This design comes from an exercise in tuning for small area, a short achievable clock period and few clock cycles on the open sky130 flow, not from production work.

==> inputs of wip/ember <==
Design Conv, start of the top module:
module Conv(
  clk,
  rst_n,
  image_valid,
  filter_valid,
  in_data,
  out_valid,
  out_data
);
input clk,rst_n,image_valid,filter_valid;
input [2:0] in_data;
output logic [8:0] out_data;
output logic out_valid;
function automatic [5:0] m3(input [2:0] a, input [2:0] b);
  case ({a, b})
    6'd0: m3 = 6'd0;
    6'd1: m3 = 6'd0;
    6'd2: m3 = 6'd0;
    6'd3: m3 = 6'd0;
    6'd4: m3 = 6'd0;
    6'd5: m3 = 6'd0;
    6'd6: m3 = 6'd0;
    6'd7: m3 = 6'd0;
    6'd8: m3 = 6'd0;
    6'd9: m3 = 6'd1;
    6'd10: m3 = 6'd2;
    6'd11: m3 = 6'd3;
    6'd12: m3 = 6'd4;
    6'd13: m3 = 6'd5;
    6'd14: m3 = 6'd6;
    6'd15: m3 = 6'd7;
    6'd16: m3 = 6'd0;
    6'd17: m3 = 6'd2;
    6'd18: m3 = 6'd4;
    6'd19: m3 = 6'd6;
    6'd20: m3 = 6'd8;
    6'd21: m3 = 6'd10;
    6'd22: m3 = 6'd12;
    6'd23: m3 = 6'd14;
    6'd24: m3 = 6'd0;
    6'd25: m3 = 6'd3;
    6'd26: m3 = 6'd6;
    6'd27: m3 = 6'd9;
    6'd28: m3 = 6'd12;
    6'd29: m3 = 6'd15;
    6'd30: m3 = 6'd18;
    6'd31: m3 = 6'd21;
    6'd32: m3 = 6'd0;
    6'd33: m3 = 6'd4;
    6'd34: m3 = 6'd8;
    6'd35: m3 = 6'd12;
    6'd36: m3 = 6'd16;
    6'd37: m3 = 6'd20;
    6'd38: m3 = 6'd24;
    6'd39: m3 = 6'd28;
    6'd40: m3 = 6'd0;
    6'd41: m3 = 6'd5;
    6'd42: m3 = 6'd10;
    6'd43: m3 = 6'd15;
    6'd44: m3 = 6'd20;
    6'd45: m3 = 6'd25;
    6'd46: m3 = 6'd30;
  ...
==> module Conv, before the edit <==
module Conv(
  clk,
  rst_n,
  image_valid,
  filter_valid,
  in_data,
  out_valid,
  out_data
);
input clk,rst_n,image_valid,filter_valid;
input [2:0] in_data;
output logic [8:0] out_data;
output logic out_valid;
function automatic [5:0] m3(input [2:0] a, input [2:0] b);
  case ({a, b})
    6'd0: m3 = 6'd0;
    6'd1: m3 = 6'd0;
    6'd2: m3 = 6'd0;
    6'd3: m3 = 6'd0;
    6'd4: m3 = 6'd0;
    6'd5: m3 = 6'd0;
    6'd6: m3 = 6'd0;
    6'd7: m3 = 6'd0;
    6'd8: m3 = 6'd0;
    6'd9: m3 = 6'd1;
    6'd10: m3 = 6'd2;
    6'd11: m3 = 6'd3;
    6'd12: m3 = 6'd4;
    6'd13: m3 = 6'd5;
    6'd14: m3 = 6'd6;
    6'd15: m3 = 6'd7;
    6'd16: m3 = 6'd0;
    6'd17: m3 = 6'd2;
    6'd18: m3 = 6'd4;
    6'd19: m3 = 6'd6;
    6'd20: m3 = 6'd8;
    6'd21: m3 = 6'd10;
    6'd22: m3 = 6'd12;
    6'd23: m3 = 6'd14;
    6'd24: m3 = 6'd0;
    6'd25: m3 = 6'd3;
    6'd26: m3 = 6'd6;
    6'd27: m3 = 6'd9;
    6'd28: m3 = 6'd12;
    6'd29: m3 = 6'd15;
    6'd30: m3 = 6'd18;
    6'd31: m3 = 6'd21;
    6'd32: m3 = 6'd0;
    6'd33: m3 = 6'd4;
    6'd34: m3 = 6'd8;
    6'd35: m3 = 6'd12;
    6'd36: m3 = 6'd16;
    6'd37: m3 = 6'd20;
    6'd38: m3 = 6'd24;
    6'd39: m3 = 6'd28;
    6'd40: m3 = 6'd0;
    6'd41: m3 = 6'd5;
    6'd42: m3 = 6'd10;
    6'd43: m3 = 6'd15;
    6'd44: m3 = 6'd20;
    6'd45: m3 = 6'd25;
    6'd46: m3 = 6'd30;
    6'd47: m3 = 6'd35;
    6'd48: m3 = 6'd0;
    6'd49: m3 = 6'd6;
    6'd50: m3 = 6'd12;
    6'd51: m3 = 6'd18;
    6'd52: m3 = 6'd24;
    6'd53: m3 = 6'd30;
    6'd54: m3 = 6'd36;
    6'd55: m3 = 6'd42;
    6'd56: m3 = 6'd0;
    6'd57: m3 = 6'd7;
    6'd58: m3 = 6'd14;
    6'd59: m3 = 6'd21;
    6'd60: m3 = 6'd28;
    6'd61: m3 = 6'd35;
    6'd62: m3 = 6'd42;
    6'd63: m3 = 6'd49;
  endcase
endfunction
logic [2:0] f [0:8];     
logic [2:0] q [0:15];    
logic [5:0] cnt;         
logic [7:0] A;           
logic [8:0] B, S;
logic [5:0] Z;           
logic [8:0] M [0:2];     
logic v0;                
always_ff @(posedge clk) begin
  if (filter_valid) begin
    for (int k = 0; k < 8; k++) f[k] <= f[k+1];
    f[8] <= in_data;
  end
  if (image_valid) begin
    q[0] <= in_data;
    for (int k = 1; k < 16; k++) q[k] <= q[k-1];
    A <= m3(f[0], q[15]) + m3(f[1], q[14]) + m3(f[2], q[13]) + m3(f[3], q[7]);
    B <= A + m3(f[4], q[7]) + m3(f[5], q[6]);
    S <= B + m3(f[6], q[1]) + m3(f[7], q[0]);
  end
  Z <= m3(f[8], in_data);
end
wire [2:0] cc = cnt[2:0];
wire xeven = cc[0];
wire yeven = ~(cnt[3] ^ (cc == 3'd0));
wire first = yeven & xeven;
wire last  = ~yeven & ~xeven;
wire [2:0] sel = {cc == 3'd7 || cc == 3'd0, cc == 3'd5 || cc == 3'd6, cc == 3'd3 || cc == 3'd4};
logic [8:0] C, mb, mx;
always_comb begin
  C  = S + Z;
  mb = sel[0] ? M[0] : (sel[1] ? M[1] : M[2]);
  mx = (C > mb) ? C : mb;
end
always_ff @(posedge clk) begin
  if (v0) begin
    if (sel[0]) M[0] <= first ? C : mx;
    if (sel[1]) M[1] <= first ? C : mx;
    if (sel[2]) M[2] <= first ? C : mx;
  end
  out_data <= mx;
end
wire [2:0] row = cnt[5:3];
wire [2:0] col = cnt[2:0];
always_ff @(posedge clk or negedge rst_n) begin
  if (!rst_n) begin
    cnt <= 0;
    v0 <= 0;
    out_valid <= 0;
  end else begin
    if (image_valid) cnt <= cnt + 1;
    v0 <= image_valid & (row[2] | row[1]) & (col[2] | col[1]);
    out_valid <= v0 & last;
  end
end
endmodule
Settings: LEC_CHECK=0, CAP_MARGIN=20, CORE_MARGIN=2, CORE_UTILIZATION=40, SETUP_SLACK_MARGIN=3.5, SLEW_MARGIN=20; clock period 6.0 ns.
run.sh (not shown) runs the stock make flow with config.mk's settings and CLKGATE_MAP_FILE= SYNTH_SCRIPT=/design/flow/synth_recipe.tcl, a recipe that flattens the netlist after the stock synthesis.
==> wip/cedar: changes against wip/ember <==
==> flow/design.v (replaced) <==
module Conv(
  clk,
  rst_n,
  image_valid,
  filter_valid,
  in_data,
  out_valid,
  out_data
);
input clk,rst_n,image_valid,filter_valid;
input [2:0] in_data;
output logic [8:0] out_data;
output logic out_valid;
logic [2:0] f [0:8];     
logic [2:0] q [0:16];    
logic [5:0] cnt;         
logic [8:0] U;           
logic [8:0] S;           
logic [8:0] C;           
logic [8:0] M [0:2];     
logic v0, v1;
logic first0, last0, first1, last1;
logic [2:0] sel0, sel1;
wire [2:0] row = cnt[5:3];
wire [2:0] col = cnt[2:0];
always_ff @(posedge clk) begin
  if (filter_valid) begin
    for (int k = 0; k < 8; k++) f[k] <= f[k+1];
    f[8] <= in_data;
  end
  if (image_valid) begin
    q[0] <= in_data;
    for (int k = 1; k < 17; k++) q[k] <= q[k-1];
    U <= f[0]*q[16] + f[1]*q[15] + f[2]*q[14] + f[3]*q[8] + f[4]*q[7] + f[5]*q[6];
    S <= U + f[6]*q[1] + f[7]*q[0];
    first0 <= ~row[0] & ~col[0];
    last0  <= row[0] & col[0];
    sel0   <= {col[2] & col[1], col[2] & ~col[1], ~col[2]};
  end
  C <= S + f[8]*q[0];
  first1 <= first0;
  last1  <= last0;
  sel1   <= sel0;
end
logic [8:0] mb, mx;
always_comb begin
  mb = sel1[0] ? M[0] : (sel1[1] ? M[1] : M[2]);
  mx = (C > mb) ? C : mb;
end
always_ff @(posedge clk) begin
  if (v1) begin
    if (sel1[0]) M[0] <= first1 ? C : mx;
    if (sel1[1]) M[1] <= first1 ? C : mx;
    if (sel1[2]) M[2] <= first1 ? C : mx;
  end
  out_data <= mx;
end
always_ff @(posedge clk or negedge rst_n) begin
  if (!rst_n) begin
    cnt <= 0;
    v0 <= 0;
    v1 <= 0;
    out_valid <= 0;
  end else begin
    if (image_valid) cnt <= cnt + 1;
    v0 <= image_valid & (row[2] | row[1]) & (col[2] | col[1]);
    v1 <= v0;
    out_valid <= v1 & last1;
  end
end
endmodule
--- a/flow/config.mk
+++ b/flow/config.mk
@@ -9,4 +9,3 @@
 export CORE_MARGIN = 2
 export CORE_UTILIZATION = 40
-export SETUP_SLACK_MARGIN = 3.5
 export SLEW_MARGIN = 20
==> wip/tundra: changes against wip/ember <==
--- a/flow/config.mk
+++ b/flow/config.mk
@@ -9,4 +9,3 @@
 export CORE_MARGIN = 2
 export CORE_UTILIZATION = 40
-export SETUP_SLACK_MARGIN = 3.5
 export SLEW_MARGIN = 20
==> wip/maple: changes against wip/ember <==
==> flow/design.v (replaced) <==
module Conv(
  clk,
  rst_n,
  image_valid,
  filter_valid,
  in_data,
  out_valid,
  out_data
);
input clk,rst_n,image_valid,filter_valid;
input [2:0] in_data;
output logic [8:0] out_data;
output logic out_valid;
logic [2:0] f [0:8];     
logic [2:0] q [0:16];    
logic [5:0] cnt;         
logic [8:0] U;           
logic [8:0] S;           
logic [8:0] C;           
logic [8:0] M [0:2];     
logic v0, v1;
logic first0, last0, first1, last1;
logic [2:0] sel0, sel1;
wire [2:0] row = cnt[5:3];
wire [2:0] col = cnt[2:0];
always_ff @(posedge clk) begin
  if (filter_valid) begin
    for (int k = 0; k < 8; k++) f[k] <= f[k+1];
    f[8] <= in_data;
  end
  if (image_valid) begin
    q[0] <= in_data;
    for (int k = 1; k < 17; k++) q[k] <= q[k-1];
    U <= f[0]*q[16] + f[1]*q[15] + f[2]*q[14] + f[3]*q[8] + f[4]*q[7] + f[5]*q[6];
    S <= U + f[6]*q[1] + f[7]*q[0];
    first0 <= ~row[0] & ~col[0];
    last0  <= row[0] & col[0];
    sel0   <= {col[2] & col[1], col[2] & ~col[1], ~col[2]};
  end
  C <= S + f[8]*q[0];
  first1 <= first0;
  last1  <= last0;
  sel1   <= sel0;
end
logic [8:0] mb, mx;
always_comb begin
  mb = sel1[0] ? M[0] : (sel1[1] ? M[1] : M[2]);
  mx = (C > mb) ? C : mb;
end
always_ff @(posedge clk) begin
  if (v1) begin
    if (sel1[0]) M[0] <= first1 ? C : mx;
    if (sel1[1]) M[1] <= first1 ? C : mx;
    if (sel1[2]) M[2] <= first1 ? C : mx;
  end
  out_data <= mx;
end
always_ff @(posedge clk or negedge rst_n) begin
  if (!rst_n) begin
    cnt <= 0;
    v0 <= 0;
    v1 <= 0;
    out_valid <= 0;
  end else begin
    if (image_valid) cnt <= cnt + 1;
    v0 <= image_valid & (row[2] | row[1]) & (col[2] | col[1]);
    v1 <= v0;
    out_valid <= v1 & last1;
  end
end
endmodule
--- a/flow/config.mk
+++ b/flow/config.mk
@@ -9,4 +9,4 @@
 export CORE_MARGIN = 2
 export CORE_UTILIZATION = 40
-export SETUP_SLACK_MARGIN = 3.5
+export SETUP_SLACK_MARGIN = 3.0
 export SLEW_MARGIN = 20
==> results.cfg <==
[pwr]
power_frac_seq_pct = 37.8

[worst_setup_path]
cpMaxStageDelayCell = fa_1

[outcome]
status = timing/DRC/antenna clean

[floorplanning]
rows = 53

[clock_tree]
cts_resized = 0

[logic_synthesis]
synth_area_um2 = 8470

[placement]
placed_area_um2 = 8950

[grt]
grt_start_max_net_pins = 81
Source of the figures above: wip/cedar

==> results.cfg <==
[outcome]
status = timing/DRC/antenna clean

[clock_tree]
cts_resized = 0

[worst_setup_path]
cpMaxStageDelayCell = edfxtp_1

[floorplanning]
rows = 55

[pwr]
power_frac_seq_pct = 36.6
Source of the figures above: wip/tundra

==> results.cfg <==
[grt]
grt_start_max_net_pins = 81

[placement]
placed_area_um2 = 9030

[floorplanning]
rows = 53

[outcome]
status = timing/DRC/antenna clean

[sta]
setup_tns_ns = 0

[clock_tree]
cts_resized = 8

[route]
vias_per_cell = 4.69
num_vias = 4539
Source of the figures above: wip/maple

==> results.cfg <==
[outcome]
status = timing/DRC/antenna clean

[clock_tree]
cts_resized = 64

[placement]
placed_area_um2 = 9910

[pwr]
power_frac_seq_pct = 27.8

[floorplanning]
rows = 55
Source of the figures above: wip/ember

No run of this note included a check of the RTL's function; only the layout flow was run.

separate check: timing with driven ports:
How much do the figures lean on ideal ports? The routed layouts below were timed once more, with nothing changed but the port constraints.
Step 1 assumes that a clkbuf_16 drives the clock port and a buf_2 every other input.
Step 2 times the ports against the registers' clock, not the clock port: input delays grow and output delays shrink by t, the midpoint of the rising clock arrivals with the driver on.
a / b / c = no drivers / after step 1 / after step 2; a / b = the first two.
run	shift t [ns]	slack for setup (ns)	hold WS [ns]	slew at the worst register clock pin (ns)
wip/ember	0.475	2.326 / 2.326 / 2.326	0.416 / 0.416 / 0.416	0.07 / 0.07
wip/cedar	0.469	0.680 / 0.680 / 0.680	0.341 / 0.341 / 0.341	0.07 / 0.07
wip/tundra	0.469	1.884 / 1.884 / 1.884	0.417 / 0.417 / 0.417	0.08 / 0.08
wip/maple	0.470	1.169 / 1.169 / 1.169	0.342 / 0.342 / 0.342	0.08 / 0.08
After both steps every run listed still meets setup and hold.
